This design comes from an exercise in tuning for small area, a short achievable clock period and few clock cycles on the open sky130 flow, not from production work. RTL that was checked went through simulation tests only; none was proved equivalent to the original. For run 1, only the layout was checked, not whether the RTL still works. Power and IR drop assume default switching activity.

$ cat flow/design.v
module cpu (clk, reset, mem_rdata, mem_addr, mem_wr, mem_wdata);
	input wire clk;
	input wire reset;
	input wire [31:0] mem_rdata;
	output wire [31:0] mem_addr;
	output wire mem_wr;
	output wire [31:0] mem_wdata;
	localparam K_LD = 2'd0, K_SBSH = 2'd1, K_INC = 2'd2, K_EXC = 2'd3;
	localparam S_IDLE = 2'd0, S_WAIT = 2'd1, S_INC = 2'd2, S_XQ = 2'd3;
	reg [31:0] fpc, hpc, maddr;
	reg ft1, ft2, fp1, fp2, fen;
	reg [2:0] qn;
	reg [31:0] q0, q1, q2, q3;
	reg qp0, qp1, qp2, qp3;
	reg [31:0] oh_rs, oh_rt;
	reg btb_v;
	reg [31:0] btb_pc, btb_tgt;
	reg bus_d, dwr;
	reg [31:0] daddr, wdata;
	reg t1_v, t2_v, t3_v;
	reg [1:0] t1_k, t2_k, t3_k, t1_sz, t2_sz, t3_sz;
	reg [4:0] t1_wa, t2_wa, t3_wa;
	reg [31:0] epc;
	reg [1:0] xcode;
	reg ex_v;
	reg [1:0] es;
	reg [31:0] ex_a, ex_b, x_pc, x_alt;
	reg [25:0] x_imm;
	reg [4:0] x_wa;
	reg x_wr, x_ovf, x_sub, x_useimm;
	reg r_sum, r_and, r_slt, r_sh, r_hi, r_lo, r_a;
	reg x_shv, x_shl, x_sha;
	reg x_br, x_pred;
	reg [1:0] x_brk;
	reg x_ld, x_sw, x_sbsh, x_incdec, x_mult, x_div, x_unk;
	reg [1:0] x_sz;
	reg wb_v;
	reg [4:0] wb_wa;
	reg [31:0] wb_wd;
	assign mem_addr = maddr;
	assign mem_wr = dwr;
	assign mem_wdata = wdata;
	wire [31:0] rf_r1, rf_r2;
	wire [5:0] op = q0[31:26];
	wire [4:0] rs = q0[25:21];
	wire [4:0] rt = q0[20:16];
	wire [4:0] rd = q0[15:11];
	wire [5:0] fn = q0[5:0];
	wire [15:0] imm = q0[15:0];
	regfile rf (.clk(clk), .reset(reset), .we(wb_v), .wa(wb_wa), .wd(wb_wd),
		.sel1(oh_rs), .sel2(oh_rt), .rd1(rf_r1), .rd2(rf_r2));
	wire md_busy;
	wire md_start_mult, md_start_div;
	wire [31:0] hi, lo;
	mdu md (.clk(clk), .reset(reset), .start_mult(md_start_mult), .start_div(md_start_div),
		.a(ex_a), .b(ex_b), .busy(md_busy), .hi(hi), .lo(lo));
	wire dv = (qn != 3'd0);
	wire rtype = (op == 6'h00);
	wire d_add  = rtype & (fn == 6'h20);
	wire d_sub  = rtype & (fn == 6'h22);
	wire d_and  = rtype & (fn == 6'h24);
	wire d_sll  = rtype & (fn == 6'h00);
	wire d_srl  = rtype & (fn == 6'h02);
	wire d_sra  = rtype & (fn == 6'h03);
	wire d_sllv = rtype & (fn == 6'h04);
	wire d_srav = rtype & (fn == 6'h07);
	wire d_slt  = rtype & (fn == 6'h2a);
	wire d_mfhi = rtype & (fn == 6'h10);
	wire d_mflo = rtype & (fn == 6'h12);
	wire d_mult = rtype & (fn == 6'h18);
	wire d_div  = rtype & (fn == 6'h1a);
	wire d_jr   = rtype & (fn == 6'h08);
	wire d_rte  = rtype & (fn == 6'h13);
	wire d_brk  = rtype & (fn == 6'h0d);
	wire d_j    = (op == 6'h02);
	wire d_jal  = (op == 6'h03);
	wire d_beq  = (op == 6'h04);
	wire d_bne  = (op == 6'h05);
	wire d_ble  = (op == 6'h06);
	wire d_bgt  = (op == 6'h07);
	wire d_addi = (op == 6'h08);
	wire d_addiu= (op == 6'h09);
	wire d_slti = (op == 6'h0a);
	wire d_lui  = (op == 6'h0f);
	wire d_inc  = (op == 6'h10);
	wire d_dec  = (op == 6'h11);
	wire d_lb   = (op == 6'h20);
	wire d_lh   = (op == 6'h21);
	wire d_lw   = (op == 6'h23);
	wire d_sb   = (op == 6'h28);
	wire d_sh   = (op == 6'h29);
	wire d_sw   = (op == 6'h2b);
	wire d_br   = d_beq | d_bne | d_ble | d_bgt;
	wire d_ld   = d_lb | d_lh | d_lw;
	wire d_known = d_add | d_sub | d_and | d_sll | d_srl | d_sra | d_sllv | d_srav | d_slt |
		d_mfhi | d_mflo | d_mult | d_div | d_jr | d_rte | d_brk | d_j | d_jal | d_br |
		d_addi | d_addiu | d_slti | d_lui | d_inc | d_dec | d_ld | d_sb | d_sh | d_sw;
	wire d_rwr  = d_add | d_sub | d_and | d_sll | d_srl | d_sra | d_sllv | d_srav | d_slt |
		d_mfhi | d_mflo;
	wire d_iwr  = d_addi | d_addiu | d_slti | d_lui;
	wire ex_fw;
	wire [31:0] alu_res;
	wire [31:0] rs_val = (ex_fw && x_wa == rs) ? alu_res : (wb_v && wb_wa == rs) ? wb_wd : rf_r1;
	wire [31:0] rt_val = (ex_fw && x_wa == rt) ? alu_res : (wb_v && wb_wa == rt) ? wb_wd : rf_r2;
	wire ex_ldp = ex_v & (es == S_IDLE) & x_ld;
	function pend;
		input [4:0] r;
		pend = (ex_ldp && x_wa == r) || (t1_v && t1_k == K_LD && t1_wa == r) ||
			(t2_v && t2_k == K_LD && t2_wa == r) || (t3_v && t3_k == K_LD && t3_wa == r);
	endfunction
	wire d_haz = pend(rs) | pend(rt) | (d_rwr & pend(rd)) | (d_jal & pend(5'd31)) |
		(d_jr & ex_fw & (x_wa == rs));
	wire [31:0] hpc4 = hpc + 32'd4;
	wire [31:0] br_tgt = hpc4 + {{14{imm[15]}}, imm, 2'b00};
	wire d_pred = d_br & imm[15];
	wire d_redir = d_j | d_jal | d_jr | d_rte | d_brk | d_pred;
	wire [31:0] d_tgt = (d_j | d_jal) ? {hpc4[31:28], q0[25:0], 2'b00} :
		d_jr ? rs_val : d_rte ? epc : d_brk ? hpc : br_tgt;
	wire [31:0] d_newpc = d_redir ? d_tgt : hpc4;
	wire [31:0] y = x_useimm ? {{16{x_imm[15]}}, x_imm[15:0]} : ex_b;
	wire [31:0] yn = x_sub ? ~y : y;
	wire [32:0] sum1 = {ex_a, 1'b1} + {yn, x_sub};
	wire [31:0] sum = sum1[32:1];
	wire ovf = (ex_a[31] == yn[31]) & (sum[31] != ex_a[31]);
	wire lt = sum[31] ^ ovf;
	wire eq = (ex_a == ex_b);
	wire gt = ~lt & ~eq;
	wire taken = (x_brk == 2'd0) ? eq : (x_brk == 2'd1) ? ~eq : (x_brk == 2'd2) ? ~gt : gt;
	wire [31:0] sh_val = x_shv ? ex_a : ex_b;
	wire [4:0] sh_amt = x_shv ? ex_b[4:0] : x_imm[10:6];
	wire [31:0] sh_l = sh_val << sh_amt;
	wire [31:0] sh_r = $signed({x_sha & sh_val[31], sh_val}) >>> sh_amt;
	wire [31:0] sh_res = x_shl ? sh_l : sh_r;
	assign alu_res = ({32{r_sum}} & sum) | ({32{r_and}} & (ex_a & ex_b)) |
		({32{r_slt}} & {31'b0, lt}) | ({32{r_sh}} & sh_res) | ({32{r_hi}} & hi) |
		({32{r_lo}} & lo) | ({32{r_a}} & ex_a);
	wire idle = (es == S_IDLE);
	wire t3_ld = t3_v & (t3_k == K_LD);
	wire t3_sbsh = t3_v & (t3_k == K_SBSH);
	wire t3_inc = t3_v & (t3_k == K_INC);
	wire t3_exc = t3_v & (t3_k == K_EXC);
	wire sbsh_pend = (t1_v & (t1_k == K_SBSH)) | (t2_v & (t2_k == K_SBSH)) | t3_sbsh;
	wire md_op = x_mult | x_div | r_hi | r_lo;
	wire md_wait = md_op & md_busy;
	wire x_mem = x_ld | x_sw | x_sbsh | x_incdec;
	wire mem_wait = x_mem & sbsh_pend;
	wire ex_hold = x_wr & t3_ld;           
	wire ex_go = ex_v & idle & ~md_wait & ~mem_wait & ~ex_hold;
	assign ex_fw = ex_v & idle & x_wr & ~ex_hold;
	wire exc_raise = (ex_go & (x_unk | (x_ovf & ovf) | (x_div & (ex_b == 32'd0)))) |
		(ex_v & (es == S_INC) & ovf);
	wire [1:0] exc_code = (idle & x_unk) ? 2'd1 : (idle & x_div) ? 2'd3 : 2'd2;
	wire mispred = ex_go & x_br & (taken != x_pred);
	wire ex_accept = ~ex_v | (ex_go & ~x_incdec) | (es == S_INC);
	assign md_start_mult = ex_go & x_mult;
	assign md_start_div = ex_go & x_div & (ex_b != 32'd0);
	wire [31:0] ld_data = (t3_sz == 2'd0) ? {24'b0, mem_rdata[7:0]} :
		(t3_sz == 2'd1) ? {16'b0, mem_rdata[15:0]} : mem_rdata;
	wire fire = dv & ex_accept & ~d_haz;      
	wire d_flush = fire & (qp0 ? ~d_pred : d_redir);
	wire [2:0] qn_pop = qn - {2'b0, fire};
	wire [2:0] occ = qn + {2'b0, ft1} + {2'b0, ft2};
	wire issue = ~bus_d & fen & (occ <= 3'd3);
	wire btb_hit = btb_v & (fpc == btb_pc);
	wire [31:0] q0_n = (ft2 && qn_pop == 3'd0) ? mem_rdata : fire ? q1 : q0;
	always @(posedge clk) begin
		q0 <= q0_n;
		q1 <= (ft2 && qn_pop == 3'd1) ? mem_rdata : fire ? q2 : q1;
		q2 <= (ft2 && qn_pop == 3'd2) ? mem_rdata : fire ? q3 : q2;
		q3 <= (ft2 && qn_pop == 3'd3) ? mem_rdata : q3;
		qp0 <= (ft2 && qn_pop == 3'd0) ? fp2 : fire ? qp1 : qp0;
		qp1 <= (ft2 && qn_pop == 3'd1) ? fp2 : fire ? qp2 : qp1;
		qp2 <= (ft2 && qn_pop == 3'd2) ? fp2 : fire ? qp3 : qp2;
		qp3 <= (ft2 && qn_pop == 3'd3) ? fp2 : qp3;
		oh_rs <= 32'd1 << q0_n[25:21];
		oh_rt <= 32'd1 << q0_n[20:16];
	end
	reg [31:0] fpc_n;
	reg flush_q;
	always @(*) begin
		fpc_n = fpc;
		flush_q = 1'b1;
		if (t3_exc) fpc_n = {24'b0, mem_rdata[7:0]};
		else if (mispred) fpc_n = x_alt;
		else if (exc_raise) fpc_n = fpc;
		else if (d_flush) fpc_n = d_newpc;
		else begin
			flush_q = 1'b0;
			if (issue) fpc_n = btb_hit ? btb_tgt : fpc + 32'd4;
		end
	end
	always @(posedge clk or posedge reset) begin
		if (reset) begin
			fpc <= 32'd0;
			hpc <= 32'd0;
			ft1 <= 1'b0;
			ft2 <= 1'b0;
			fp1 <= 1'b0;
			fp2 <= 1'b0;
			fen <= 1'b1;
			qn <= 3'd0;
			btb_v <= 1'b0;
			btb_pc <= 32'd0;
			btb_tgt <= 32'd0;
		end else begin
			fpc <= fpc_n;
			fp1 <= issue & btb_hit;
			fp2 <= fp1;
			if (flush_q) begin
				ft1 <= 1'b0;
				ft2 <= 1'b0;
				qn <= 3'd0;
			end else begin
				ft1 <= issue;
				ft2 <= ft1;
				qn <= qn_pop + {2'b0, ft2};
			end
			if (t3_exc) begin
				hpc <= {24'b0, mem_rdata[7:0]};
				fen <= 1'b1;
			end else if (mispred) begin
				hpc <= x_alt;
			end else if (exc_raise) begin
				fen <= 1'b0;
			end else if (fire) begin
				hpc <= d_newpc;
				if (d_flush && d_pred) begin
					btb_v <= 1'b1;
					btb_pc <= hpc;
					btb_tgt <= br_tgt;
				end
			end
		end
	end
	always @(posedge clk) begin
		if (ex_accept) begin
			ex_a <= d_jal ? hpc4 : d_lui ? {imm, 16'b0} : rs_val;
			ex_b <= (d_inc | d_dec) ? 32'd1 : rt_val;
			x_pc <= hpc;
			x_alt <= d_pred ? hpc4 : br_tgt;
			x_imm <= q0[25:0];
			x_wa <= d_jal ? 5'd31 : rtype ? rd : rt;
			x_wr <= d_rwr | d_iwr | d_jal;
			x_ovf <= d_add | d_sub | d_addi;
			x_sub <= d_sub | d_slt | d_slti | d_br | d_dec;
			x_useimm <= d_addi | d_addiu | d_slti | d_ld | d_sb | d_sh | d_sw;
			r_sum <= d_add | d_sub | d_addi | d_addiu;
			r_and <= d_and;
			r_slt <= d_slt | d_slti;
			r_sh <= d_sll | d_srl | d_sra | d_sllv | d_srav;
			r_hi <= d_mfhi;
			r_lo <= d_mflo;
			r_a <= d_jal | d_lui;
			x_shv <= d_sllv | d_srav;
			x_shl <= d_sll | d_sllv;
			x_sha <= d_sra | d_srav;
			x_br <= d_br;
			x_pred <= d_pred;
			x_brk <= d_beq ? 2'd0 : d_bne ? 2'd1 : d_ble ? 2'd2 : 2'd3;
			x_ld <= d_ld;
			x_sz <= (d_lb | d_sb) ? 2'd0 : (d_lh | d_sh) ? 2'd1 : 2'd2;
			x_sw <= d_sw;
			x_sbsh <= d_sb | d_sh;
			x_incdec <= d_inc | d_dec;
			x_mult <= d_mult;
			x_div <= d_div;
			x_unk <= ~d_known;
		end else if (t3_inc) begin
			ex_a <= mem_rdata;
		end
	end
	always @(posedge clk or posedge reset) begin
		if (reset) begin
			wb_v <= 1'b0;
		end else begin
			wb_v <= t3_ld | (ex_go & x_wr & ~(x_ovf & ovf));
		end
	end
	always @(posedge clk) begin
		wb_wa <= t3_ld ? t3_wa : x_wa;
		wb_wd <= t3_ld ? ld_data : alu_res;
	end
	wire sched_xq = (es == S_XQ) & ~sbsh_pend;
	wire sched_mem = ex_go & x_mem;
	reg [1:0] es_n;
	reg ex_v_n, bus_d_n, dwr_n, t1_n;
	reg [31:0] daddr_n;
	always @(*) begin
		es_n = es;
		ex_v_n = ex_v;
		bus_d_n = 1'b0;
		dwr_n = 1'b0;
		t1_n = 1'b0;
		daddr_n = daddr;
		if (t3_sbsh) begin
			bus_d_n = 1'b1;
			dwr_n = 1'b1;
		end
		if (exc_raise) begin
			ex_v_n = 1'b1;
			es_n = S_XQ;
		end else begin
			case (es)
			S_IDLE: begin
				if (sched_mem) begin
					bus_d_n = 1'b1;
					dwr_n = x_sw;
					t1_n = ~x_sw;
					daddr_n = x_incdec ? {6'b0, x_imm} : sum;
					if (x_incdec) es_n = S_WAIT;
				end
			end
			S_XQ: begin
				if (sched_xq) begin
					es_n = S_WAIT;
					bus_d_n = 1'b1;
					t1_n = 1'b1;
					daddr_n = {30'b0, xcode} + 32'd252;
				end
			end
			S_WAIT: begin
				if (t3_inc) es_n = S_INC;
				if (t3_exc) begin
					es_n = S_IDLE;
					ex_v_n = 1'b0;
				end
			end
			default: begin   
				es_n = S_IDLE;
				bus_d_n = 1'b1;
				dwr_n = 1'b1;
			end
			endcase
			if (ex_accept)
				ex_v_n = fire & ~mispred;
		end
	end
	always @(posedge clk or posedge reset) begin
		if (reset) begin
			ex_v <= 1'b0;
			es <= S_IDLE;
			bus_d <= 1'b0;
			dwr <= 1'b0;
			maddr <= 32'd0;
			epc <= 32'd0;
			xcode <= 2'd0;
			t1_v <= 1'b0;
			t2_v <= 1'b0;
			t3_v <= 1'b0;
		end else begin
			ex_v <= ex_v_n;
			es <= es_n;
			bus_d <= bus_d_n;
			dwr <= dwr_n;
			maddr <= bus_d_n ? daddr_n : fpc_n;
			t1_v <= t1_n;
			t2_v <= t1_v;
			t3_v <= t2_v;
			if (exc_raise) begin
				epc <= x_pc;
				xcode <= exc_code;
			end
		end
	end
	always @(posedge clk) begin
		daddr <= daddr_n;
		t2_k <= t1_k; t2_wa <= t1_wa; t2_sz <= t1_sz;
		t3_k <= t2_k; t3_wa <= t2_wa; t3_sz <= t2_sz;
		if (sched_xq) begin
			t1_k <= K_EXC;
		end else if (sched_mem) begin
			t1_k <= x_ld ? K_LD : x_sbsh ? K_SBSH : K_INC;
			t1_wa <= x_wa;
			t1_sz <= x_sz;
		end
		if (t3_sbsh)
			wdata <= (t3_sz == 2'd0) ? {mem_rdata[31:8], wdata[7:0]} : {mem_rdata[31:16], wdata[15:0]};
		else if (sched_mem)
			wdata <= ex_b;
		else if (es == S_INC)
			wdata <= sum;
	end
endmodule
module regfile (clk, reset, we, wa, wd, sel1, sel2, rd1, rd2);
	input wire clk, reset, we;
	input wire [4:0] wa;
	input wire [31:0] wd, sel1, sel2;
	output reg [31:0] rd1, rd2;
	reg [31:0] r [0:31];
	reg [31:0] v;
	integer i;
	always @(posedge clk)
		if (we) r[wa] <= wd;
	always @(posedge clk or posedge reset)
		if (reset) v <= 32'b0;
		else if (we) v[wa] <= 1'b1;
	wire [31:0] s1 = sel1 & v;
	wire [31:0] s2 = sel2 & v;
	always @(*) begin
		rd1 = (sel1[29] & ~v[29]) ? 32'd227 : 32'd0;
		rd2 = (sel2[29] & ~v[29]) ? 32'd227 : 32'd0;
		for (i = 0; i < 32; i = i + 1) begin
			rd1 = rd1 | ({32{s1[i]}} & r[i]);
			rd2 = rd2 | ({32{s2[i]}} & r[i]);
		end
	end
endmodule
module mdu (clk, reset, start_mult, start_div, a, b, busy, hi, lo);
	input wire clk, reset, start_mult, start_div;
	input wire [31:0] a, b;
	output reg busy;
	output reg [31:0] hi, lo;
	reg p_mul, p_nega, p_negb, p_div, p_fixq, p_fixr;
	reg [5:0] cnt;
	reg [4:0] ext;
	reg [32:0] m;
	reg prev, sq, sr;
	wire [2:0] dg0 = {lo[1:0], prev};
	wire [2:0] dg1 = lo[3:1];
	wire z0 = (dg0 == 3'b000) | (dg0 == 3'b111);
	wire w0 = (dg0 == 3'b011) | (dg0 == 3'b100);
	wire n0 = dg0[2] & ~z0;
	wire z1 = (dg1 == 3'b000) | (dg1 == 3'b111);
	wire w1 = (dg1 == 3'b011) | (dg1 == 3'b100);
	wire n1 = dg1[2] & ~z1;
	wire [36:0] mm0 = z0 ? 37'd0 : w0 ? {{3{m[32]}}, m, 1'b0} : {{4{m[32]}}, m};
	wire [36:0] mm1 = z1 ? 37'd0 : w1 ? {{1{m[32]}}, m, 3'b0} : {{2{m[32]}}, m, 2'b0};
	wire [36:0] pp0 = n0 ? ~mm0 : mm0;
	wire [36:0] pp1 = n1 ? ~mm1 : mm1;
	wire [36:0] msum = {ext, hi} + pp0 + pp1 + {35'd0, n0 & n1, n0 ^ n1};
	wire [34:0] pa = p_div ? {2'b0, hi, lo[31]} : 35'd0;
	wire [31:0] nx = p_negb ? m[31:0] : p_fixr ? hi : lo;
	wire [34:0] pb = p_div ? ~{3'b0, m[31:0]} : ~{3'b0, nx};
	wire [35:0] s1 = {pa, 1'b1} + {pb, 1'b1};
	wire [34:0] s = s1[35:1];
	wire skip = (hi == 32'd0) & (lo[31:28] == 4'd0) & (cnt >= 6'd4);
	always @(posedge clk or posedge reset) begin
		if (reset) begin
			busy <= 1'b0;
			hi <= 32'd0;
			lo <= 32'd0;
			p_mul <= 1'b0;
			p_nega <= 1'b0;
			p_negb <= 1'b0;
			p_div <= 1'b0;
			p_fixq <= 1'b0;
			p_fixr <= 1'b0;
			cnt <= 6'd0;
			ext <= 5'd0;
			m <= 33'd0;
			prev <= 1'b0;
			sq <= 1'b0;
			sr <= 1'b0;
		end else if (start_mult) begin
			busy <= 1'b1;
			p_mul <= 1'b1;
			cnt <= 6'd7;
			hi <= 32'd0;
			ext <= 5'd0;
			lo <= b;
			prev <= 1'b0;
			m <= {a[31] & (a[30:0] != 31'd0), a};
		end else if (start_div) begin
			busy <= 1'b1;
			p_nega <= a[31];
			p_negb <= ~a[31] & b[31];
			p_div <= ~a[31] & ~b[31];
			cnt <= 6'd32;
			hi <= 32'd0;
			lo <= a;
			m <= {1'b0, b};
			sq <= a[31] ^ b[31];
			sr <= a[31];
		end else begin
			if (p_mul) begin
				{ext, hi} <= {{4{msum[36]}}, msum[36:4]};
				lo <= {msum[3:0], lo[31:4]};
				prev <= lo[3];
				cnt <= cnt - 6'd1;
				if (cnt == 6'd0) begin
					busy <= 1'b0;
					p_mul <= 1'b0;
				end
			end
			if (p_nega) begin
				lo <= s[31:0];
				p_nega <= 1'b0;
				p_negb <= m[31];
				p_div <= ~m[31];
			end
			if (p_negb) begin
				m <= {1'b0, s[31:0]};
				p_negb <= 1'b0;
				p_div <= 1'b1;
			end
			if (p_div) begin
				if (skip) begin
					lo <= {lo[27:0], 4'b0};
					cnt <= cnt - 6'd4;
				end else begin
					if (!s[34]) begin
						hi <= s[31:0];
						lo <= {lo[30:0], 1'b1};
					end else begin
						hi <= {hi[30:0], lo[31]};
						lo <= {lo[30:0], 1'b0};
					end
					cnt <= cnt - 6'd1;
				end
				if (cnt == 6'd1 || (skip && cnt == 6'd4)) begin
					p_div <= 1'b0;
					p_fixq <= sq;
					p_fixr <= ~sq & sr;
					if (!sq && !sr) busy <= 1'b0;
				end
			end
			if (p_fixq) begin
				lo <= s[31:0];
				p_fixq <= 1'b0;
				p_fixr <= sr;
				if (!sr) busy <= 1'b0;
			end
			if (p_fixr) begin
				hi <= s[31:0];
				p_fixr <= 1'b0;
				busy <= 1'b0;
			end
		end
	end
endmodule
$ cat flow/flow/run.sh
#!/bin/bash
cp standard.sh standard.sh.txt 2>/dev/null
export SETUP_SLACK_MARGIN=11.5
bash standard.sh > standard_flow.log 2>&1
$ cat flow/standard.sh
#!/bin/bash
# synth_recipe.tcl (not shown) runs the flow's synth.tcl, then flattens the netlist and writes it again
# the make line also repeats each setting of config.mk as NAME=value (left out here)
make -C /OpenROAD-flow-scripts/flow DESIGN_CONFIG=/design/flow/config.mk WORK_HOME=/design/flow/orfs CLKGATE_MAP_FILE= SYNTH_SCRIPT=/design/flow/synth_recipe.tcl "${@:-finish}"
$ cat flow/config.mk
export PLATFORM = sky130hd
export DESIGN_NAME = cpu
export DESIGN_NICKNAME = cpu
export VERILOG_FILES = /design/flow/design.v
export SDC_FILE = /design/flow/constraint.sdc
export NUM_CORES = 4
export LEC_CHECK = 0
export CAP_MARGIN = 60
export CELL_PAD_IN_SITES_DETAIL_PLACEMENT = 1
export CELL_PAD_IN_SITES_GLOBAL_PLACEMENT = 2
export CORE_MARGIN = 2
export CORE_UTILIZATION = 30
export PLACE_DENSITY = 0.5
export SLEW_MARGIN = 60
$ cat flow/constraint.sdc
create_clock -name core_clock -period 17.0 [get_ports {clk}]
set_input_delay 3.4000 -clock core_clock [delete_from_list [all_inputs] [get_ports {clk}]]
set_output_delay 3.4000 -clock core_clock [all_outputs]
set_load 0.01 [all_outputs]
==> PnR_summary.wiki, run 1 <==
{| class="wikitable"
! Metric !! Value
|-
| Buffer depth of the longest clock path || 4
|-
| Post-layout min period || around 6.2 ns
|-
| Antenna Nets Post-Route || 0
|-
| Fraction of final layout cells with drive strength greater than 1 || a little under a quarter
|-
| Fin. max-slew vios || 0
|-
| Top cell types by occurrence after synthesis || sky130_fd_sc_hd__edfxtp_1, sky130_fd_sc_hd__nand2_1, sky130_fd_sc_hd__a22oi_1, sky130_fd_sc_hd__nor2_1, sky130_fd_sc_hd__clkbuf_1
|-
| Count of different cell masters after synthesis || about 110
|-
| Die Height || 589 um
|-
| Pwr per Cell Area || between 70 and 80 nW/um2
|-
| DRC violation count after routing || 0
|-
| Insertion delay of the later-clocked pin in the worst-skew pair || 1.00 ns
|-
| Type of origin of the critical path || register
|-
| Hold Startpoint || t2_sz[1]
|-
| Number of violations reported at the end of detailed-routing iteration 0 || between 10000 and 15000
|-
| CTS clock-pin slew for the worst setup and hold paths || around 0.060 ns
|-
| Average routed wire per standard cell || approximately 47 um
|-
| Sequential cell area fraction in the yosys report || between 50% and 60%
|-
| CP top delay family || compound AO/OA/AOI/OAI gates
|-
| Number of antenna violations at the first check in global routing || 74
|-
| Num rows || ~210
|-
| Area enclosed by the die boundary || approximately 350000 um2
|-
| Slew at the pin closest to its max-slew limit || roughly 0.89 ns
|-
| Setup repair after global routing missed its margin || yes
|-
| WP data required || roughly 18 ns
|-
| Endpoint arrival time on the critical path || between 7 and 8 ns
|-
| Sequential group share of total power || 47.9%
|-
| Core Region || 340000 um2
|-
| Global-route wire length before repair || a little over 900 mm
|-
| Cell taking the most area after synthesis || sky130_fd_sc_hd__edfxtp_1
|-
| Number of placed I/O pins || 99
|-
| Share of async-settable or async-resettable flops after synthesis || a little under a fifth
|-
| Count leader, synth || sky130_fd_sc_hd__edfxtp_1
|-
| Combinational group share of total power || between 1 and 1.5%
|-
| Final HPWL from detailed placement || around 480 mm
|-
| Maximum clock frequency || ~160 MHz
|-
| Setup violations, final || 0
|-
| Die outline width || roughly 590 um
|-
| Detailed-route vias per instance || approximately 6.6
|-
| TritonCTS clock tree || done
|-
| Synth warn || 3
|-
| Endpoint kind of the worst setup timing path || register
|-
| Endpoint of the lowest-slack register-to-register path || maddr[20]
|-
| Starting Density || around 30%
|-
| Tightest slew margin relative to the limit || about two fifths
|-
| Total global routing track utilization || between 30% and 40%
|-
| Global-route congestion overflow total || 0
|-
| Top area cells in the synthesized netlist || sky130_fd_sc_hd__edfxtp_1, sky130_fd_sc_hd__dfrtp_1, sky130_fd_sc_hd__a22oi_1
|-
| Number of nets in the layout || 10400
|-
| Max Clock Skew || 0.103 ns
|-
| Library cell contributing the largest single delay on the critical path || sky130_fd_sc_hd__edfxtp_1
|-
| Worst R2R Setup Slack || ~11 ns
|-
| Number of iterations in the first detailed-routing pass || 8
|-
| Wire length reported by the detailed router || 698 mm
|-
| Count of final hold-check violations || 0
|-
| Mean instance size in the synthesized netlist || 10.6 um2
|-
| Cell type with the highest occurrence count on the critical path || sky130_fd_sc_hd__buf_12
|-
| H-tree levels || 4
|-
| Placer's final routability congestion estimate || 0.962
|-
| Pin count of the biggest net entering global routing || 100
|-
| Worst path bufs/invs || 6
|-
| Number of max-cap violations || 0
|-
| Share of the clock period used by the worst path after layout || a little over a third
|-
| Syn Std Cell Area || approximately 100000 um2
|-
| Vias in the first global route || ~95000
|-
| Via count || 98200
|-
| Setup Total Neg Slack || 0 ns
|-
| IR drop worst, VDD || between 90 and 100 uV
|-
| Dpl cells || 14200
|-
| Post-Layout Cell Count || between 10000 and 15000
|-
| Worst reg-to-reg path cell count || 26
|-
| Max stage delay on crit path || 0.47 ns
|-
| Post-synth top flop || sky130_fd_sc_hd__edfxtp_1
|-
| Fraction of power spent switching nets || around 23%
|-
| CP Launch Point || x_useimm
|-
| Core utilization of the finished layout || a little under two fifths
|-
| Depth of the worst hold-timing path || 0
|-
| Net switching component of the power || about 2.4 mW
|-
| Leak Pwr || 47.3 nW
|-
| Capture endpoint of the worst hold path || t3_sz[1]
|-
| Buffer type at the clock tree root || sky130_fd_sc_hd__clkbuf_16
|-
| Run status || no timing/DRC/antenna violations
|-
| Type of the worst setup path || reg -> reg
|-
| Port Buf Inserts || 98
|-
| Number of enable-type register cells in the synthesized netlist || 1369
|-
| CTS Buf Count || about 230
|-
| P&R area growth vs syn || 25.4%
|-
| Maximum fanout along the worst path || 6
|-
| Share of Yosys cell area claimed by the top area cell type || ~40%
|-
| Number of flip-flops and latches in the synthesized netlist || ~1900
|-
| Clk sink count || 1888
|-
| FF-to-FF Start || x_useimm
|-
| Number of standard cells after synthesis || 9676
|-
| Internal power || approximately 7.9 mW
|-
| Path class of the lowest-slack min-delay path || reg -> reg
|-
| Clk pwr share || 50.9%
|-
| Post-synthesis net count || roughly 10000
|}
-- placed cells by master, fill, tap and decap left out, types with 107 or more instances in the layout --
| master | instances |
|---|---|
| sky130_fd_sc_hd__buf_4 | 473 |
| sky130_fd_sc_hd__a21oi_1 | 409 |
| sky130_fd_sc_hd__o21ai_0 | 342 |
| sky130_fd_sc_hd__nand3_1 | 286 |
| sky130_fd_sc_hd__nor3_1 | 132 |
| sky130_fd_sc_hd__clkbuf_16 | 239 |
| sky130_fd_sc_hd__nand2_1 | 753 |
| sky130_fd_sc_hd__nand4_1 | 308 |
| sky130_fd_sc_hd__xor2_1 | 164 |
| sky130_fd_sc_hd__mux2i_1 | 149 |
| sky130_fd_sc_hd__a22oi_1 | 757 |
| sky130_fd_sc_hd__xnor2_1 | 138 |
| sky130_fd_sc_hd__nor2_1 | 572 |
| sky130_fd_sc_hd__dfxtp_1 | 146 |
| sky130_fd_sc_hd__a22o_1 | 189 |
| sky130_fd_sc_hd__a221oi_1 | 236 |
| sky130_fd_sc_hd__mux2_2 | 114 |
| sky130_fd_sc_hd__o211ai_1 | 107 |
| sky130_fd_sc_hd__buf_6 | 163 |
| sky130_fd_sc_hd__dfrtp_1 | 329 |
| sky130_fd_sc_hd__edfxtp_1 | 1369 |
| sky130_fd_sc_hd__ha_1 | 201 |
-- area by class of cell --
class / count / area (um2)
clock buffers: 288 / 6290
repair inverters: 3 / 62.6
well taps: 4536 / 5680
flip-flops and latches: 1888 / 53400
inverters: 111 / 469
fillers: 36300 / 212000
multi-input cells: 6945 / 51500
repair buffers: 938 / 9750
diodes: 24 / 60.1
clock inverters: 132 / 1360
-- metal layers --
| metal | global-route usage, % | up-vias | share of wire [%] |
|---|---|---|---|
| li1 | - | 38700 | - |
| met5 | 0 | - | 0.027 |
| met1 | 53.2 | 51800 | 42 |
| met3 | 8.02 | 1445 | 9.4 |
| met2 | 58.9 | 6221 | 43 |
| met4 | 17.3 | 26 | 5.3 |
-- state kept, by name, indices dropped and copies added, names as in the netlist, 32 cells and up --
register,flops
rf.v,32
rf.r,1024
x_pc,32
ex_a,32
md.lo,32
btb_pc,32
q2,32
md.m,33
q1,32
oh_rt,32
oh_rs,32
wdata,32
daddr,32
q0,32
maddr,32
epc,32
ex_b,32
wb_wd,32
md.hi,32
hpc,32
fpc,32
q3,32
-- through the flow --
stage               total power [mW]  worst slack [ns]  instance area, um2  hold slack (ns)
CTS                             10.3             10.88              126000            0.328
detailed placement              5.12              9.37              114000            0.313
floorplan                       5.03              8.83              103000            0.310
finish                          10.2             10.80              128000            0.329
global route                    10.4             10.69              128000            0.336
global placement                5.11              9.29              111000            0.313
-- power groups by stage --
stage | Combinational (mW) | Sequential, mW | Clock (mW)
finish | 0.130 | 4.90 | 5.20
floorplan | 0.0422 | 4.99 | 0
global placement | 0.121 | 4.99 | 0
CTS | 0.125 | 4.90 | 5.24
global route | 0.134 | 4.89 | 5.39
detailed placement | 0.124 | 4.99 | 0
-- how the worst max path moves through the flow --
stage	endpoint	cells past startpoint	slack (ns)
final	maddr[20]	26	10.80
after floorplan	btb_pc[0]	1	8.83
after global placement	maddr[2]	22	9.29
after detailed placement	maddr[2]	25	9.37
after CTS	maddr[20]	24	10.88
after global routing	maddr[21]	29	10.69
-- cells by family (layout without fill, tap and decap cells) --
kind of cell	Yosys count	after routing	synth area share (%)
and+or+nand+nor	3002	3013	14.3
AOI/OAI and AO/OA	2992	2993	20.6
DFF	1888	1888	52.0
buffers and inverters	855	1472	3.24
xor gates and xnor gates	358	358	3.06
muxes	321	321	3.43
adders and majority gates	260	260	3.47
other	0	24	0
-- what timing repair did --
action | in CTS | in global routing
pin swaps | 165 | 168
setup endpoints to repair | 400 | 352
hold buffers | 0 | 0
resized for setup | 513 | 326
gates cloned | 35 | 10
setup buffers | 145 | 64
==> run 2, diff against run 1 <==
--- a/flow/design.v
+++ b/flow/design.v
@@ -14,3 +14,2 @@
 	reg qp0, qp1, qp2, qp3;
-	reg [31:0] oh_rs, oh_rt;
 	reg btb_v;
@@ -26,3 +25,4 @@
 	reg [1:0] es;
-	reg [31:0] ex_a, ex_b, x_pc, x_alt;
+	reg [31:0] ex_a, ex_b;
+	reg [31:0] x_pc;     
 	reg [25:0] x_imm;
@@ -50,3 +50,3 @@
 	regfile rf (.clk(clk), .reset(reset), .we(wb_v), .wa(wb_wa), .wd(wb_wd),
-		.sel1(oh_rs), .sel2(oh_rt), .rd1(rf_r1), .rd2(rf_r2));
+		.ra1_n(q0_n[25:21]), .ra2_n(q0_n[20:16]), .rd1(rf_r1), .rd2(rf_r2));
 	wire md_busy;
@@ -130,5 +130,10 @@
 	wire [4:0] sh_amt = x_shv ? ex_b[4:0] : x_imm[10:6];
-	wire [31:0] sh_l = sh_val << sh_amt;
-	wire [31:0] sh_r = $signed({x_sha & sh_val[31], sh_val}) >>> sh_amt;
-	wire [31:0] sh_res = x_shl ? sh_l : sh_r;
+	function [31:0] rev;
+		input [31:0] x;
+		integer k;
+		for (k = 0; k < 32; k = k + 1) rev[k] = x[31 - k];
+	endfunction
+	wire [31:0] sh_in = x_shl ? rev(sh_val) : sh_val;
+	wire [31:0] sh_r = $signed({x_sha & sh_in[31], sh_in}) >>> sh_amt;
+	wire [31:0] sh_res = x_shl ? rev(sh_r) : sh_r;
 	assign alu_res = ({32{r_sum}} & sum) | ({32{r_and}} & (ex_a & ex_b)) |
@@ -149,4 +154,5 @@
 	assign ex_fw = ex_v & idle & x_wr & ~ex_hold;
+	reg inc_ovf;    
 	wire exc_raise = (ex_go & (x_unk | (x_ovf & ovf) | (x_div & (ex_b == 32'd0)))) |
-		(ex_v & (es == S_INC) & ovf);
+		(ex_v & (es == S_INC) & inc_ovf);
 	wire [1:0] exc_code = (idle & x_unk) ? 2'd1 : (idle & x_div) ? 2'd3 : 2'd2;
@@ -161,2 +167,3 @@
 	wire [2:0] qn_pop = qn - {2'b0, fire};
+	wire [31:0] q0_n;
 	wire [2:0] occ = qn + {2'b0, ft1} + {2'b0, ft2};
@@ -164,3 +171,3 @@
 	wire btb_hit = btb_v & (fpc == btb_pc);
-	wire [31:0] q0_n = (ft2 && qn_pop == 3'd0) ? mem_rdata : fire ? q1 : q0;
+	assign q0_n = (ft2 && qn_pop == 3'd0) ? mem_rdata : fire ? q1 : q0;
 	always @(posedge clk) begin
@@ -174,4 +181,2 @@
 		qp3 <= (ft2 && qn_pop == 3'd3) ? fp2 : qp3;
-		oh_rs <= 32'd1 << q0_n[25:21];
-		oh_rt <= 32'd1 << q0_n[20:16];
 	end
@@ -183,9 +188,6 @@
 		if (t3_exc) fpc_n = {24'b0, mem_rdata[7:0]};
-		else if (mispred) fpc_n = x_alt;
-		else if (exc_raise) fpc_n = fpc;
+		else if (mispred) fpc_n = x_pc;
 		else if (d_flush) fpc_n = d_newpc;
-		else begin
-			flush_q = 1'b0;
-			if (issue) fpc_n = btb_hit ? btb_tgt : fpc + 32'd4;
-		end
+		else if (issue) fpc_n = btb_hit ? btb_tgt : fpc + 32'd4;
+		if (!t3_exc && !mispred && !exc_raise && !d_flush) flush_q = 1'b0;
 	end
@@ -217,16 +219,11 @@
 			end
-			if (t3_exc) begin
-				hpc <= {24'b0, mem_rdata[7:0]};
-				fen <= 1'b1;
-			end else if (mispred) begin
-				hpc <= x_alt;
-			end else if (exc_raise) begin
-				fen <= 1'b0;
-			end else if (fire) begin
-				hpc <= d_newpc;
-				if (d_flush && d_pred) begin
-					btb_v <= 1'b1;
-					btb_pc <= hpc;
-					btb_tgt <= br_tgt;
-				end
+			if (t3_exc) fen <= 1'b1;
+			else if (exc_raise) fen <= 1'b0;
+			if (t3_exc) hpc <= {24'b0, mem_rdata[7:0]};
+			else if (mispred) hpc <= x_pc;
+			else if (fire) hpc <= d_newpc;
+			if (fire && !qp0 && d_pred) begin
+				btb_v <= 1'b1;
+				btb_pc <= hpc;
+				btb_tgt <= br_tgt;
 			end
@@ -238,4 +235,3 @@
 			ex_b <= (d_inc | d_dec) ? 32'd1 : rt_val;
-			x_pc <= hpc;
-			x_alt <= d_pred ? hpc4 : br_tgt;
+			x_pc <= ~d_br ? hpc : d_pred ? hpc4 : br_tgt;
 			x_imm <= q0[25:0];
@@ -270,2 +266,4 @@
 		end
+		if (t3_inc)
+			inc_ovf <= (mem_rdata == (x_sub ? 32'h80000000 : 32'h7fffffff));
 	end
@@ -298,2 +296,17 @@
 		end
+		if (sched_mem) begin
+			bus_d_n = 1'b1;
+			dwr_n = x_sw;
+			t1_n = ~x_sw;
+			daddr_n = x_incdec ? {6'b0, x_imm} : sum;
+		end
+		if (sched_xq) begin
+			bus_d_n = 1'b1;
+			t1_n = 1'b1;
+			daddr_n = {30'b0, xcode} + 32'd252;
+		end
+		if (es == S_INC && !inc_ovf) begin
+			bus_d_n = 1'b1;
+			dwr_n = 1'b1;
+		end
 		if (exc_raise) begin
@@ -303,19 +316,4 @@
 			case (es)
-			S_IDLE: begin
-				if (sched_mem) begin
-					bus_d_n = 1'b1;
-					dwr_n = x_sw;
-					t1_n = ~x_sw;
-					daddr_n = x_incdec ? {6'b0, x_imm} : sum;
-					if (x_incdec) es_n = S_WAIT;
-				end
-			end
-			S_XQ: begin
-				if (sched_xq) begin
-					es_n = S_WAIT;
-					bus_d_n = 1'b1;
-					t1_n = 1'b1;
-					daddr_n = {30'b0, xcode} + 32'd252;
-				end
-			end
+			S_IDLE: if (sched_mem && x_incdec) es_n = S_WAIT;
+			S_XQ: if (sched_xq) es_n = S_WAIT;
 			S_WAIT: begin
@@ -327,7 +325,3 @@
 			end
-			default: begin   
-				es_n = S_IDLE;
-				bus_d_n = 1'b1;
-				dwr_n = 1'b1;
-			end
+			default: es_n = S_IDLE;
 			endcase
@@ -383,6 +377,6 @@
 endmodule
-module regfile (clk, reset, we, wa, wd, sel1, sel2, rd1, rd2);
+module regfile (clk, reset, we, wa, wd, ra1_n, ra2_n, rd1, rd2);
 	input wire clk, reset, we;
-	input wire [4:0] wa;
-	input wire [31:0] wd, sel1, sel2;
+	input wire [4:0] wa, ra1_n, ra2_n;
+	input wire [31:0] wd;
 	output reg [31:0] rd1, rd2;
@@ -390,3 +384,7 @@
 	reg [31:0] v;
+	reg [31:0] s1, s2;
+	reg i1, i2;
 	integer i;
+	wire [31:0] wsel = we ? (32'd1 << wa) : 32'd0;
+	wire [31:0] v_n = v | wsel;
 	always @(posedge clk)
@@ -395,8 +393,12 @@
 		if (reset) v <= 32'b0;
-		else if (we) v[wa] <= 1'b1;
-	wire [31:0] s1 = sel1 & v;
-	wire [31:0] s2 = sel2 & v;
+		else v <= v_n;
+	always @(posedge clk) begin
+		s1 <= (32'd1 << ra1_n) & v_n;
+		s2 <= (32'd1 << ra2_n) & v_n;
+		i1 <= (ra1_n == 5'd29) & ~v_n[29];
+		i2 <= (ra2_n == 5'd29) & ~v_n[29];
+	end
 	always @(*) begin
-		rd1 = (sel1[29] & ~v[29]) ? 32'd227 : 32'd0;
-		rd2 = (sel2[29] & ~v[29]) ? 32'd227 : 32'd0;
+		rd1 = i1 ? 32'd227 : 32'd0;
+		rd2 = i2 ? 32'd227 : 32'd0;
 		for (i = 0; i < 32; i = i + 1) begin
@@ -429,8 +431,9 @@
 	wire [36:0] pp1 = n1 ? ~mm1 : mm1;
-	wire [36:0] msum = {ext, hi} + pp0 + pp1 + {35'd0, n0 & n1, n0 ^ n1};
-	wire [34:0] pa = p_div ? {2'b0, hi, lo[31]} : 35'd0;
 	wire [31:0] nx = p_negb ? m[31:0] : p_fixr ? hi : lo;
-	wire [34:0] pb = p_div ? ~{3'b0, m[31:0]} : ~{3'b0, nx};
-	wire [35:0] s1 = {pa, 1'b1} + {pb, 1'b1};
-	wire [34:0] s = s1[35:1];
+	wire [36:0] pa = p_mul ? {ext, hi} : p_div ? {4'b0, hi, lo[31]} : 37'd0;
+	wire [36:0] pb = p_mul ? pp0 : p_div ? ~{5'b0, m[31:0]} : ~{5'b0, nx};
+	wire [36:0] pc = p_mul ? pp1 : 37'd0;
+	wire [1:0] cc = p_mul ? {n0 & n1, n0 ^ n1} : 2'b01;
+	wire [36:0] msum = pa + pb + pc + {35'd0, cc};
+	wire [34:0] s = msum[34:0];
 	wire skip = (hi == 32'd0) & (lo[31:28] == 4'd0) & (cnt >= 6'd4);
==> flow/flow/run.sh (replaced) <==
#!/bin/bash
# The standard layout (standard.sh, unchanged synthesis and steps), with
# ORFS's timing repair asked to leave a setup margin below the 17 ns clock.
# The clock period and the constraints are the design's.
export SETUP_SLACK_MARGIN=12.5
bash standard.sh > standard_flow.log 2>&1
--- a/flow/config.mk
+++ b/flow/config.mk
@@ -11,4 +11,4 @@
 export CORE_MARGIN = 2
-export CORE_UTILIZATION = 30
-export PLACE_DENSITY = 0.5
+export CORE_UTILIZATION = 45
+export PLACE_DENSITY = 0.6
 export SLEW_MARGIN = 60
==> run 2 against run 1 <==
Total power decreased by 4.7%. Register-to-register slack gained 0.63 ns. Sequential power decreased by 2%. First-iteration DRC count is 36% higher. Global-route usage rose by 13 points. Fmax is 11% higher. Worst setup slack improved by 0.63 ns. Synthesized cell count down 3.3%. Count of clock-buffer cells in the layout fell by 15. Largest power group is now registers.
==> PnR_summary.wiki, run 2 <==
{| class="wikitable"
! Metric !! Value
|-
| Count of final hold-check violations || 0
|-
| P&R area growth vs syn || 28.6%
|-
| Library cell contributing the largest single delay on the critical path || sky130_fd_sc_hd__or3b_4
|-
| Commonest cells after routing, fill and taps aside || sky130_fd_sc_hd__edfxtp_1, sky130_fd_sc_hd__a22oi_1, sky130_fd_sc_hd__nand2_1, sky130_fd_sc_hd__buf_4, sky130_fd_sc_hd__nor2_1
|-
| Top cell types by occurrence after synthesis || sky130_fd_sc_hd__edfxtp_1, sky130_fd_sc_hd__a22oi_1, sky130_fd_sc_hd__nand2_1, sky130_fd_sc_hd__nor2_1, sky130_fd_sc_hd__clkbuf_1
|-
| Number of flip-flops and latches in the synthesized netlist || 1861
|-
| Type of origin of the critical path || register
|-
| Setup Total Neg Slack || 0 ns
|-
| Mean instance size in the synthesized netlist || about 11 um2
|-
| Number of iterations in the first detailed-routing pass || 10
|-
| Cell type with the highest occurrence count on the critical path || sky130_fd_sc_hd__buf_6
|-
| Clk sink count || about 1900
|-
| Global-route wire length before repair || between 800 and 900 mm
|-
| Starting Density || between 40 and 50%
|-
| Number of nets in the layout || between 10000 and 15000
|-
| Share of the clock period used by the worst path after layout || between 30% and 40%
|-
| Maximum fanout along the worst path || 5
|-
| Max Clock Skew || between 0.07 and 0.08 ns
|-
| CTS clock-pin slew for the worst setup and hold paths || 0.06 ns
|-
| Syn Std Cell Area || between 90000 and 100000 um2
|-
| Worst setup slack after layout || 11.43 ns
|-
| Leak Pwr || approximately 47 nW
|-
| Buffer type at the clock tree root || sky130_fd_sc_hd__clkbuf_16
|-
| Wire length reported by the detailed router || slightly above 600 mm
|-
| Pwr per Cell Area || around 76 nW/um2
|-
| Share of Yosys cell area claimed by the top area cell type || between 40% and 50%
|-
| Core utilization of the finished layout || 58.3%
|-
| Most common cell after layout, fill and taps aside || sky130_fd_sc_hd__edfxtp_1
|-
| Die outline width || between 400 and 500 um
|-
| Setup violations, final || 0
|-
| Pre-CTS setup slack || 10.45 ns
|-
| Synth warn || 3
|-
| Run status || no timing/DRC/antenna violations
|-
| Via count || just over 100k
|-
| Fraction of final layout cells with drive strength greater than 1 || 27.8%
|-
| Top area cells in the synthesized netlist || sky130_fd_sc_hd__edfxtp_1, sky130_fd_sc_hd__dfrtp_1, sky130_fd_sc_hd__a22oi_1
|-
| Detailed-route vias per instance || between 7 and 8
|-
| Share of async-settable or async-resettable flops after synthesis || 19.1%
|-
| Post-synth top flop || sky130_fd_sc_hd__edfxtp_1
|-
| Final worst hold slack || roughly 0.33 ns
|-
| IR drop worst, VDD || approximately 110 uV
|-
| Critical path cell sequence || clkbuf_16 -> or3b_4 -> nor2_4 -> a221oi_4 -> a21oi_2 -> fa_1 -> fa_2 -> ha_4 -> a21o_1 -> a21o_1 -> a211oi_2 -> or2_4 -> a31o_4 -> o21ai_4 -> buf_6 -> buf_6 -> o211ai_1 -> o211ai_1 -> buf_4 -> buf_4 -> buf_6 -> a221oi_4
|-
| Count of different cell masters after synthesis || 97
|-
| Path class of the lowest-slack min-delay path || reg -> reg
|-
| Setup repair after global routing missed its margin || yes
|-
| Number of violations reported at the end of detailed-routing iteration 0 || approximately 19000
|-
| CP top delay family || compound AO/OA/AOI/OAI gates
|-
| Dpl cells || ~12000
|-
| Number of antenna violations at the first check in global routing || 57
|-
| Slew at the pin closest to its max-slew limit || 0.809 ns
|-
| Endpoint kind of the worst setup timing path || register
|-
| Tightest slew margin relative to the limit || between 40% and 50%
|-
| Placer's final routability congestion estimate || between 1 and 1.5
|-
| Number of placed I/O pins || 99
|-
| Fillcell total || between 20000 and 25000
|-
| WP data required || 17.79 ns
|-
| Number of flip-flops under the largest register name || 1024
|-
| Worst path bufs/invs || 6
|-
| Die Height || 475 um
|-
| Number of standard cells after synthesis || 9356
|-
| Cell taking the most area after synthesis || sky130_fd_sc_hd__edfxtp_1
|-
| CTS Buf Count || between 200 and 250
|-
| Global-route congestion overflow total || 0
|-
| Area enclosed by the die boundary || ~230000 um2
|-
| Post-synthesis net count || approximately 9600
|-
| Count leader, synth || sky130_fd_sc_hd__edfxtp_1
|-
| H-tree levels || 4
|-
| Biggest regs || rf.r (1024), md.m (33)
|-
| Average routed wire per standard cell || around 46 um
|-
| TritonCTS clock tree || done
|-
| Number of max-cap violations || 0
|-
| Fin. max-slew vios || 0
|-
| Pin count of the biggest net entering global routing || 73
|-
| Number of enable-type register cells in the synthesized netlist || 1340
|-
| Max stage delay on crit path || ~0.5 ns
|-
| Post-Layout Cell Count || ~13000
|-
| Buffer depth of the longest clock path || 3
|-
| Post-layout min period || ~5.6 ns
|-
| DRC violation count after routing || 0
|-
| Port Buf Inserts || 98
|-
| Maximum clock frequency || 180 MHz
|-
| Sequential cell area fraction in the yosys report || between 50% and 60%
|-
| Type of the worst setup path || reg -> reg
|-
| Antenna Nets Post-Route || 0
|-
| Total global routing track utilization || 51.7%
|-
| Register ranked first by flip-flop count || rf.r
|-
| Insertion delay of the later-clocked pin in the worst-skew pair || between 0.9 and 1 ns
|-
| Final HPWL from detailed placement || about 380 mm
|-
| Num rows || roughly 170
|-
| Core Region || 220000 um2
|-
| Vias in the first global route || roughly 98000
|-
| Endpoint arrival time on the critical path || between 6 and 7 ns
|}
-- run 2: worst reg2reg max path, cell delays in order, from the launching register on --
cell and delay [ns]:
sky130_fd_sc_hd__dfrtp_2 0.43, sky130_fd_sc_hd__clkbuf_16 0.17, sky130_fd_sc_hd__or3b_4 0.51, sky130_fd_sc_hd__nor2_4 0.17, sky130_fd_sc_hd__a221oi_4 0.05, sky130_fd_sc_hd__a21oi_2 0.23
sky130_fd_sc_hd__fa_1 0.47, sky130_fd_sc_hd__fa_2 0.50, sky130_fd_sc_hd__ha_4 0.19, sky130_fd_sc_hd__a21o_1 0.19, sky130_fd_sc_hd__a21o_1 0.23, sky130_fd_sc_hd__a211oi_2 0.28
sky130_fd_sc_hd__or2_4 0.20, sky130_fd_sc_hd__a31o_4 0.19, sky130_fd_sc_hd__o21ai_4 0.09, sky130_fd_sc_hd__buf_6 0.13, sky130_fd_sc_hd__buf_6 0.11, sky130_fd_sc_hd__o211ai_1 0.32
sky130_fd_sc_hd__o211ai_1 0.23, sky130_fd_sc_hd__buf_4 0.19, sky130_fd_sc_hd__buf_4 0.14, sky130_fd_sc_hd__buf_6 0.14, sky130_fd_sc_hd__a221oi_4 0.29
-- run 2: layer usage --
metal / wire (um) / global-route usage (%) / vias to the layer above / part of all wire [%]
li1: - / - / 37900 / -
met1: 207000 / 62.6 / 50700 / 34
met2: 249000 / 73.1 / 9964 / 41
met3: 90000 / 19.3 / 3413 / 15
met4: 64700 / 42.3 / 52 / 11
met5: 409 / 0.151 / - / 0.067
-- run 2: per-stage QoR --
| step | cell area (um2) | total power, mW |
|---|---|---|
| after CTS | 123000 | 9.67 |
| after global routing | 128000 | 9.88 |
| final | 128000 | 9.75 |
| after detailed placement | 109000 | 5.03 |
| after floorplan | 101000 | 4.96 |
| after global placement | 106000 | 5.03 |
-- run 2: final timing paths --
check / startpoint / slack [ns] / cells after the start / endpoint
worst max-delay path: md.lo[1] / 11.43 / 22 / md.hi[3]
worst min-delay path: t2_sz[1] / 0.33 / 0 / t3_sz[1]
worst max register to register: md.lo[1] / 11.43 / 22 / md.hi[3]
worst min register to register: t2_sz[1] / 0.33 / 0 / t3_sz[1]
max in group asynchronous: reset / 12.63 / 6 / md.lo[2]
min in group asynchronous: reset / 3.11 / 3 / rf.v[12]
-- run 2: final cells by class --
| type | instances | area [um2] | area share (%) |
|---|---|---|---|
| flip-flops and latches | 1861 | 52700 | 41.1 |
| multi-input cells | 6557 | 51300 | 40.0 |
| repair buffers | 1195 | 12600 | 9.83 |
| clock buffers | 273 | 5690 | 4.43 |
| well taps | 2958 | 3700 | 2.88 |
| clock inverters | 102 | 1340 | 1.04 |
| inverters | 195 | 825 | 0.642 |
| diodes | 44 | 110 | 0.0858 |
| repair inverters | 5 | 81.3 | 0.0634 |
-- run 2: kinds of logic after synthesis --
kind of cell | count (synthesis) | share of synthesized area (%)
AO/OA/AOI/OAI | 3116 | 22.0
AND/OR/NAND/NOR | 2520 | 12.0
flip-flops | 1861 | 52.6
buffers and inverters | 947 | 3.63
multiplexers | 368 | 3.95
XOR/XNOR | 321 | 2.82
adder cells (fa/ha/maj) | 223 | 3.10
-- run 2: what timing repair did --
item	4_1_cts	5_1_grt
gates cloned	46	8
pin swaps	306	279
gates resized for setup	1122	523
setup buffers	333	200
setup endpoints to repair	852	483
hold buffers	0	0
endpoints found under the hold margin	0	0
-- run 2: report_power, final --
group	total, mW	switching [mW]	internal [mW]	leakage [nW]
registers	4.82	0.00692	4.81	18.5
logic	0.164	0.115	0.0494	25.4
clock network	4.77	2.07	2.69	3.42
Testbench counts of run 2, summed over its fixed seeds: cycles 76,101.
==> run 3, diff against run 2 <==
--- a/flow/design.v
+++ b/flow/design.v
@@ -11,2 +11,3 @@
 	reg ft1, ft2, fp1, fp2, fen;
+	reg [3:0] fh1, fh2;    
 	reg [2:0] qn;
@@ -165,3 +166,3 @@
 	wire fire = dv & ex_accept & ~d_haz;      
-	wire d_flush = fire & (qp0 ? ~d_pred : d_redir);
+	wire d_flush = fire & (qp0 ? ~(d_pred | d_j | d_jal) : d_redir);
 	wire [2:0] qn_pop = qn - {2'b0, fire};
@@ -177,7 +178,9 @@
 		q3 <= (ft2 && qn_pop == 3'd3) ? mem_rdata : q3;
-		qp0 <= (ft2 && qn_pop == 3'd0) ? fp2 : fire ? qp1 : qp0;
-		qp1 <= (ft2 && qn_pop == 3'd1) ? fp2 : fire ? qp2 : qp1;
-		qp2 <= (ft2 && qn_pop == 3'd2) ? fp2 : fire ? qp3 : qp2;
-		qp3 <= (ft2 && qn_pop == 3'd3) ? fp2 : qp3;
+		qp0 <= (ft2 && qn_pop == 3'd0) ? (fp2 | early_j) : fire ? qp1 : qp0;
+		qp1 <= (ft2 && qn_pop == 3'd1) ? (fp2 | early_j) : fire ? qp2 : qp1;
+		qp2 <= (ft2 && qn_pop == 3'd2) ? (fp2 | early_j) : fire ? qp3 : qp2;
+		qp3 <= (ft2 && qn_pop == 3'd3) ? (fp2 | early_j) : qp3;
 	end
+	wire early_j = ft2 & ~fp2 & (mem_rdata[31:27] == 5'b00001);
+	wire [31:0] fpc4 = fpc + 32'd4;
 	reg [31:0] fpc_n;
@@ -190,3 +193,4 @@
 		else if (d_flush) fpc_n = d_newpc;
-		else if (issue) fpc_n = btb_hit ? btb_tgt : fpc + 32'd4;
+		else if (early_j) fpc_n = {fh2, mem_rdata[25:0], 2'b00};
+		else if (issue) fpc_n = btb_hit ? btb_tgt : fpc4;
 		if (!t3_exc && !mispred && !exc_raise && !d_flush) flush_q = 1'b0;
@@ -201,2 +205,4 @@
 			fp2 <= 1'b0;
+			fh1 <= 4'd0;
+			fh2 <= 4'd0;
 			fen <= 1'b1;
@@ -210,2 +216,4 @@
 			fp2 <= fp1;
+			fh1 <= fpc4[31:28];
+			fh2 <= fh1;
 			if (flush_q) begin
@@ -215,4 +223,4 @@
 			end else begin
-				ft1 <= issue;
-				ft2 <= ft1;
+				ft1 <= issue & ~early_j;
+				ft2 <= ft1 & ~early_j;
 				qn <= qn_pop + {2'b0, ft2};
@@ -414,3 +422,3 @@
 	output reg [31:0] hi, lo;
-	reg p_mul, p_nega, p_negb, p_div, p_fixq, p_fixr;
+	reg p_mul, p_nega, p_negb, p_div, p_corr, p_fixq, p_fixr;
 	reg [5:0] cnt;
@@ -431,10 +439,11 @@
 	wire [36:0] pp1 = n1 ? ~mm1 : mm1;
+	wire [36:0] msum = {ext, hi} + pp0 + pp1 + {35'd0, n0 & n1, n0 ^ n1};
+	wire rneg = ext[1];
 	wire [31:0] nx = p_negb ? m[31:0] : p_fixr ? hi : lo;
-	wire [36:0] pa = p_mul ? {ext, hi} : p_div ? {4'b0, hi, lo[31]} : 37'd0;
-	wire [36:0] pb = p_mul ? pp0 : p_div ? ~{5'b0, m[31:0]} : ~{5'b0, nx};
-	wire [36:0] pc = p_mul ? pp1 : 37'd0;
-	wire [1:0] cc = p_mul ? {n0 & n1, n0 ^ n1} : 2'b01;
-	wire [36:0] msum = pa + pb + pc + {35'd0, cc};
-	wire [34:0] s = msum[34:0];
-	wire skip = (hi == 32'd0) & (lo[31:28] == 4'd0) & (cnt >= 6'd4);
+	wire [33:0] dx = p_div ? {ext[0], hi, lo[31]} : p_corr ? {ext[1:0], hi} : 34'd0;
+	wire [33:0] dy = (p_div | p_corr) ? {2'b0, m[31:0]} : {2'b0, nx};
+	wire dsub = p_div ? ~rneg : ~p_corr;
+	wire [34:0] ds1 = {dx, 1'b1} + {dsub ? ~dy : dy, dsub};
+	wire [33:0] ds = ds1[34:1];
+	wire skip = ({ext[1:0], hi} == 34'd0) & (lo[31:28] == 4'd0) & (cnt >= 6'd4);
 	always @(posedge clk or posedge reset) begin
@@ -448,2 +457,3 @@
 			p_div <= 1'b0;
+			p_corr <= 1'b0;
 			p_fixq <= 1'b0;
@@ -452,3 +462,2 @@
 			ext <= 5'd0;
-			m <= 33'd0;
 			prev <= 1'b0;
@@ -464,3 +473,2 @@
 			prev <= 1'b0;
-			m <= {a[31] & (a[30:0] != 31'd0), a};
 		end else if (start_div) begin
@@ -472,4 +480,4 @@
 			hi <= 32'd0;
+			ext <= 5'd0;
 			lo <= a;
-			m <= {1'b0, b};
 			sq <= a[31] ^ b[31];
@@ -488,3 +496,3 @@
 			if (p_nega) begin
-				lo <= s[31:0];
+				lo <= ds[31:0];
 				p_nega <= 1'b0;
@@ -494,3 +502,2 @@
 			if (p_negb) begin
-				m <= {1'b0, s[31:0]};
 				p_negb <= 1'b0;
@@ -503,9 +510,4 @@
 				end else begin
-					if (!s[34]) begin
-						hi <= s[31:0];
-						lo <= {lo[30:0], 1'b1};
-					end else begin
-						hi <= {hi[30:0], lo[31]};
-						lo <= {lo[30:0], 1'b0};
-					end
+					{ext[1:0], hi} <= ds;
+					lo <= {lo[30:0], ~ds[33]};
 					cnt <= cnt - 6'd1;
@@ -514,9 +516,20 @@
 					p_div <= 1'b0;
-					p_fixq <= sq;
-					p_fixr <= ~sq & sr;
-					if (!sq && !sr) busy <= 1'b0;
+					if (!skip && ds[33]) begin
+						p_corr <= 1'b1;
+					end else begin
+						p_fixq <= sq;
+						p_fixr <= ~sq & sr;
+						if (!sq && !sr) busy <= 1'b0;
+					end
 				end
 			end
+			if (p_corr) begin
+				if (rneg) {ext[1:0], hi} <= ds;
+				p_corr <= 1'b0;
+				p_fixq <= sq;
+				p_fixr <= ~sq & sr;
+				if (!sq && !sr) busy <= 1'b0;
+			end
 			if (p_fixq) begin
-				lo <= s[31:0];
+				lo <= ds[31:0];
 				p_fixq <= 1'b0;
@@ -526,3 +539,3 @@
 			if (p_fixr) begin
-				hi <= s[31:0];
+				hi <= ds[31:0];
 				p_fixr <= 1'b0;
@@ -532,2 +545,7 @@
 	end
+	always @(posedge clk) begin
+		if (start_mult) m <= {a[31] & (a[30:0] != 31'd0), a};
+		else if (start_div) m <= {1'b0, b};
+		else if (p_negb) m[31:0] <= ds[31:0];
+	end
 endmodule
==> run 3 against run 2 <==
Sequential share of layout area grew 0.79 points. Sequential power rose by 0.8%. First-iteration DRC count is 5.0% lower. Total power is 0.61% lower. Cell area shrank 1.0%. Clock power fell by 2%. Clock skew rose by 0.025 ns. Fmax increased by 4.8%. Register-to-register slack improved by 0.26 ns. Combinational power decreased by 4%. Highest routed layer unchanged. Flip-flop and latch count grew 11.
==> PnR_summary.wiki, run 3 <==
{| class="wikitable"
! Metric !! Value
|-
| Count of final hold-check violations || 0
|-
| Number of iterations in the first detailed-routing pass || 7
|-
| GRT busiest layer || met2
|-
| Fraction of power spent switching nets || between 20% and 30%
|-
| Max Clock Skew || between 0.1 and 0.15 ns
|-
| Synth warn || 3
|-
| Fraction of final layout cells with drive strength greater than 1 || a little over a quarter
|-
| Core Region || between 200000 and 250000 um2
|-
| Post-layout min period || between 5 and 6 ns
|-
| Buffer depth of the longest clock path || 3
|-
| Most common cell after layout, fill and taps aside || sky130_fd_sc_hd__edfxtp_1
|-
| Via count || a little under 100k
|-
| Endpoint kind of the worst setup timing path || register
|-
| Insertion delay of the later-clocked pin in the worst-skew pair || 0.94 ns
|-
| Critical path cell sequence || buf_6 -> buf_6 -> mux2i_4 -> xnor2_2 -> ha_4 -> nand2_1 -> mux2_4 -> a21oi_4 -> o211ai_1 -> a211oi_2 -> o21ai_1 -> a211o_1 -> o21bai_2 -> a21oi_2 -> fa_2 -> or3_4 -> a21boi_2 -> a211oi_2 -> o21ai_4 -> buf_12 -> buf_12 -> buf_6 -> buf_16 -> mux2_4
|-
| Number of flip-flops and latches in the synthesized netlist || between 1500 and 2000
|-
| IR drop worst, VDD || roughly 120 uV
|-
| Tightest slew margin relative to the limit || about half
|-
| Total global routing track utilization || between 40% and 50%
|-
| Clk pwr share || approximately half
|-
| Detailed-route vias per instance || around 7.5
|-
| TritonCTS clock tree || done
|-
| Commonest cells after routing, fill and taps aside || sky130_fd_sc_hd__edfxtp_1, sky130_fd_sc_hd__a22oi_1, sky130_fd_sc_hd__buf_4, sky130_fd_sc_hd__nor2_1, sky130_fd_sc_hd__nand2_1
|-
| Count leader, synth || sky130_fd_sc_hd__edfxtp_1
|-
| Internal power || around 7.5 mW
|-
| Endpoint arrival time on the critical path || approximately 6 ns
|-
| Number of placed I/O pins || about 100
|-
| Global-route wire length before repair || about 780 mm
|-
| Die Height || ~480 um
|-
| Buffer type at the clock tree root || sky130_fd_sc_hd__clkbuf_16
|-
| DRC violation count after routing || 0
|-
| Num rows || 173
|-
| Post-synth top flop || sky130_fd_sc_hd__edfxtp_1
|-
| Vias in the first global route || roughly 94000
|-
| Placer's final routability congestion estimate || between 1 and 1.5
|-
| Number of enable-type register cells in the synthesized netlist || roughly 1400
|-
| Number of antenna violations at the first check in global routing || 50
|-
| Mean instance size in the synthesized netlist || roughly 11 um2
|-
| Maximum fanout along the worst path || 5
|-
| Net switching component of the power || about 2.2 mW
|-
| Slew at the pin closest to its max-slew limit || ~0.73 ns
|-
| Starting Density || about 45%
|-
| Met2 routing resource usage after global routing || a little over two thirds
|-
| Antenna Nets Post-Route || 0
|-
| Cell type with the highest occurrence count on the critical path || sky130_fd_sc_hd__buf_6
|-
| Pin count of the biggest net entering global routing || 75
|-
| Register ranked first by flip-flop count || rf.r
|-
| Biggest regs || rf.r (1024), md.m (33)
|-
| Number of flip-flops under the largest register name || 1024
|-
| Die outline width || 476 um
|-
| Post-synthesis net count || approximately 9500
|-
| Combinational group share of total power || 1.6%
|-
| Maximum clock frequency || between 150 and 200 MHz
|-
| Run status || no timing/DRC/antenna violations
|-
| Pwr per Cell Area || roughly 76 nW/um2
|-
| Setup Total Neg Slack || 0 ns
|-
| Setup repair after global routing missed its margin || yes
|-
| Global-route congestion overflow total || 0
|-
| Setup violations, final || 0
|-
| Wire length reported by the detailed router || 581 mm
|-
| P&R area growth vs syn || 26.6%
|-
| Top area cells in the synthesized netlist || sky130_fd_sc_hd__edfxtp_1, sky130_fd_sc_hd__dfrtp_1, sky130_fd_sc_hd__a22oi_1
|-
| Sequential cell area fraction in the yosys report || between 50 and 60%
|-
| Count of different cell masters after synthesis || 103
|-
| Met3 usage in global routing || between 10% and 20%
|-
| H-tree levels || 4
|-
| Share of async-settable or async-resettable flops after synthesis || 17.8%
|-
| Number of standard cells after synthesis || just over 9000
|-
| CTS clock-pin slew for the worst setup and hold paths || ~0.060 ns
|-
| Final HPWL from detailed placement || ~370 mm
|-
| WP data required || 17.78 ns
|}
[run 3: what timing repair did]
item | CTS | global route
resized for setup | 1129 | 420
cloned | 46 | 6
endpoints found under the setup margin | 709 | 481
pin swaps | 289 | 280
hold buffers | 0 | 0
setup buffers | 304 | 136
[run 3: cells by family (layout without fill, tap and decap cells)]
| logic type | Yosys count | after routing | synth area share, % |
|---|---|---|---|
| DFF | 1872 | 1872 | 52.7 |
| and+or+nand+nor | 2378 | 2381 | 11.2 |
| buffers and inverters | 872 | 1638 | 3.37 |
| xor gates and xnor gates | 386 | 386 | 3.37 |
| other | 0 | 38 | 0 |
| adders and majority gates | 256 | 256 | 3.48 |
| AOI/OAI and AO/OA | 3081 | 3081 | 21.5 |
| muxes | 398 | 399 | 4.35 |
[run 3: layout make-up]
class / instances / area [um2]
tap: 2975 / 3720
clock inverter: 121 / 1400
antenna: 38 / 95.1
sequential: 1872 / 53200
timing repair inverter: 1 / 8.76
timing repair buffer: 1121 / 11700
inverter: 130 / 523
multi-input combinational: 6503 / 50900
clock buffer: 265 / 5510
fill: 22400 / 94900
[run 3: metrics by stage]
step | area [um2] | hold WS (ns) | util [%] | std cells | worst slack (ns)
floorplan | 101000 | 0.310 | - | 9243 | 9.14
global placement | 106000 | 0.314 | 47.8 | 12000 | 9.77
detailed placement | 109000 | 0.314 | 49.2 | 12100 | 10.40
CTS | 123000 | 0.328 | 55.5 | 12800 | 11.82
global route | 127000 | 0.342 | 57.2 | 13000 | 11.61
finish | 127000 | 0.330 | 57.2 | 13000 | 11.69
[run 3: layer usage]
| layer | wire [um] | up-vias |
|---|---|---|
| met3 | 81400 | 2757 |
| met5 | 272 | - |
| met1 | 205000 | 49100 |
| li1 | - | 37400 |
| met2 | 242000 | 8883 |
| met4 | 52800 | 34 |
[run 3: worst paths after layout]
path / startpoint / endpoint / slack [ns] / cells after the start
max: x_useimm / epc[20] / 11.69 / 24
min: t2_sz[1] / t3_sz[1] / 0.33 / 0
max reg2reg: x_useimm / epc[20] / 11.69 / 24
min reg2reg: t2_sz[1] / t3_sz[1] / 0.33 / 0
max in group asynchronous: reset / fpc[12] / 12.62 / 7
min in group asynchronous: reset / md.p_corr / 2.96 / 3
[run 3: critical path, delay by kind of cell, from the launching register on]
| family | cells | cell delay, ns |
|---|---|---|
| XOR/XNOR | 1 | 0.17 |
| flip-flops | 1 | 0.41 |
| AND/OR/NAND/NOR | 2 | 0.39 |
| adder cells (fa/ha/maj) | 2 | 0.81 |
| buffers and inverters | 6 | 0.78 |
| multiplexers | 3 | 0.79 |
| AO/OA/AOI/OAI | 10 | 1.84 |
[run 3: power groups by stage]
stage / Combinational (mW) / Sequential, mW / Clock (mW)
floorplan: 0.0505 / 4.95 / 0
global placement: 0.118 / 4.96 / 0
detailed placement: 0.124 / 4.95 / 0
CTS: 0.143 / 4.86 / 4.65
global route: 0.156 / 4.85 / 4.82
finish: 0.157 / 4.86 / 4.68
Testbench counts of run 3, summed over its fixed seeds: cycles 74,838.

static timing again, ports no longer ideal:
The flow's constraints put no driver on any port. The routed layouts listed below were extracted and timed again, unchanged, in two steps. Step 1: set_driving_cell puts a clkbuf_16 on clk and a buf_2 on each other input, an assumption about the parent block. Step 2 moves the port delays by t, midway between the first and last clock arrival at a register: inputs arrive t later, outputs are due t later. That takes back most of the time a late clock gives input paths. Slacks: ideal ports / drivers / drivers and shift; pairs: ideal ports / drivers.
| run | t, ns | slack for setup (ns) | worst slew at a driven data input, ns |
|---|---|---|---|
| run 1 | 1.052 | 10.803 / 10.803 / 10.803 | 0.04 |
| run 2 | 1.000 | 11.434 / 11.434 / 11.434 | 0.06 |
| run 3 | 0.998 | 11.691 / 11.691 / 11.041 | 0.05 |
After both steps every run listed still meets setup and hold. The setup slack of run 3, which loses most, moves by 0.000 ns with the drivers and by -0.650 ns with both steps.
